What follows belongs to an exercise in optimizing a design on an open flow for small area; a production flow would make more cautious choices.
Function was checked by simulation only, so behaviour that the tests miss may differ from the original.
Power is estimated from default activity; no workload was simulated. No driver is modelled on the clock port, so clocking that relies on it looks cheaper here than on a real chip.

v5:
==> flow/design.v (excerpt) <==
module mem_tester
#(
  parameter DRAM_DATA_SIZE = 16,
  parameter DRAM_COL_SIZE = 9,
  parameter DRAM_ROW_SIZE = 13,
  parameter DRAM_TEST_ROWBNK = 7  
)
(
	input clk,
	input rst_n,
	output reg [31:0] passcount,
	output reg [31:0] failcount,
	input  [DRAM_DATA_SIZE-1:0] DRAM_DQ_I,
	output [DRAM_DATA_SIZE-1:0] DRAM_DQ_O,
	output DRAM_DQ_OE,
	output [DRAM_ROW_SIZE-1:0] DRAM_ADDR,
	output DRAM_LDQM,DRAM_UDQM,
	output DRAM_WE_N,
	output DRAM_CAS_N,
	output DRAM_RAS_N,
	output DRAM_CS_N,
	output DRAM_BA_0,
	output DRAM_BA_1
);
Size in the first run: roughly 3200 cells after synthesis, ~2000 flip-flops, roughly 120 I/O pins, ~49000 um^2 of cells after synthesis.
clock: 5.0 ns
lec_check: 0
cap_margin: 20
core_margin: 2
core_utilization: 55
cts_buf_list: sky130_fd_sc_hd__clkbuf_8
cts_cluster_diameter: 50
cts_cluster_size: 16
place_density: 0.75
slew_margin: 20
standard.sh (not shown) runs the stock make flow with config.mk's settings and CLKGATE_MAP_FILE= SYNTH_SCRIPT=/design/flow/synth_recipe.tcl, a recipe that flattens the netlist after the stock synthesis.
==> flow/flow/run.sh <==
#!/bin/bash
# Own layout flow: the standard flow (standard.sh, unchanged synthesis) with
#  - port buffers of the smallest buffer cell instead of the default choice,
#  - clock tree built from clkbuf_8 clusters without dummy loads.
# The full output of the ORFS run is kept in standard.log; ORFS's per-step logs
# are under orfs/logs/.
set -euo pipefail
export BUFFER_PORTS_ARGS="-buffer_cell sky130_fd_sc_hd__buf_1"
export CTS_ARGS="-sink_clustering_enable -repair_clock_nets -sink_clustering_size 34 -sink_clustering_max_diameter 100 -buf_list sky130_fd_sc_hd__clkbuf_16 -dont_use_dummy_load"
bash standard.sh > standard.log 2>&1
## Diff of input files: v15 against v5
diff --git a/flow/flow/run.sh b/flow/flow/run.sh
--- a/flow/flow/run.sh
+++ b/flow/flow/run.sh
@@ -8,3 +8,3 @@
 export BUFFER_PORTS_ARGS="-buffer_cell sky130_fd_sc_hd__buf_1"
-export CTS_ARGS="-sink_clustering_enable -repair_clock_nets -sink_clustering_size 34 -sink_clustering_max_diameter 100 -buf_list sky130_fd_sc_hd__clkbuf_16 -dont_use_dummy_load"
+export CTS_ARGS="-sink_clustering_enable -repair_clock_nets -sink_clustering_size 9 -sink_clustering_max_diameter 50 -buf_list sky130_fd_sc_hd__clkbuf_4 -dont_use_dummy_load"
 bash standard.sh > standard.log 2>&1
--- outcome ---
- Of v15 and v5, the run reporting the lower worst setup slack was v5.
- v15 vs. v5: portion of total power attributed to the clock network rose by 1.1 points; total power divided by cell area rose by 0.78%; post-layout instance area rose by 380 um^2.
- Between v15 and v5, it is v15 whose sequential share of power is lower, by 1.1 points.
- v15 and v5 ended up with nearly the same met1 wire length.
- Going from v5 to v15, power attributed to the clock group grew by 5.5%; count of hold-fix buffers inserted at cts increased 1; clock buffer count in the final layout rose by about 300%; total chip power went up by 1.5%; mean instance size in the synthesized netlist saw little to no change.
The following lists how v37 was set up differently from v15:
==> flow/flow/run.sh <==
#!/bin/bash
# Own layout flow: the standard flow (standard.sh, unchanged synthesis) with
#  - port buffers of the smallest buffer cell instead of the default choice,
#  - clock tree built from clkbuf_8 clusters of up to 19 flip-flops, without
#    dummy loads.
# The full output of the ORFS run is kept in standard.log; ORFS's per-step logs
# are under orfs/logs/.
set -euo pipefail
export BUFFER_PORTS_ARGS="-buffer_cell sky130_fd_sc_hd__buf_1"
export CTS_ARGS="-sink_clustering_enable -repair_clock_nets -sink_clustering_size 19 -sink_clustering_max_diameter 60 -buf_list sky130_fd_sc_hd__clkbuf_8 -dont_use_dummy_load"
bash standard.sh > standard.log 2>&1
==> run notes <==
Going from v15 to v37, final instance count without filler cells now smaller, global-route usage fell 0.36 points. Global-route wire length before repair delta (v37 − v15): favourable. v15 and v37 ended up with nearly the same largest stage delay on the critical path. Of v15 and v37, v15 shows the higher final design utilization, with v37 below it. Hold slack came out lower on v37 than on v15. v37: fraction of area in registers is 0.44 points higher than what v15 reported.

[afterwards: timing with drivers on the ports]
The flow's constraints put no driver on any port. The routed layouts listed below were extracted and timed again, unchanged, in two steps. Step 1: set_driving_cell puts a clkbuf_16 on clk and a buf_2 on each other input, an assumption about the parent block. Step 2 moves the port delays by t, midway between the first and last clock arrival at a register: inputs arrive t later, outputs are due t later. That takes back most of the time a late clock gives input paths. a / b / c = no drivers / after step 1 / after step 2; a / b = the first two.
run | shift t [ns] | setup WS [ns] | worst register clock-pin slew, ns | cell pins on the clock port's net
v5 | 0.701 | 0.491 / 0.491 / 0.491 | 0.12 / 0.12 | 1
v15 | 1.156 | 0.541 / 0.541 / 0.541 | 0.11 / 0.11 | 1
v37 | 0.834 | 0.428 / 0.428 / 0.428 | 0.12 / 0.12 | 1
After both steps setup and hold are still met in every run listed.
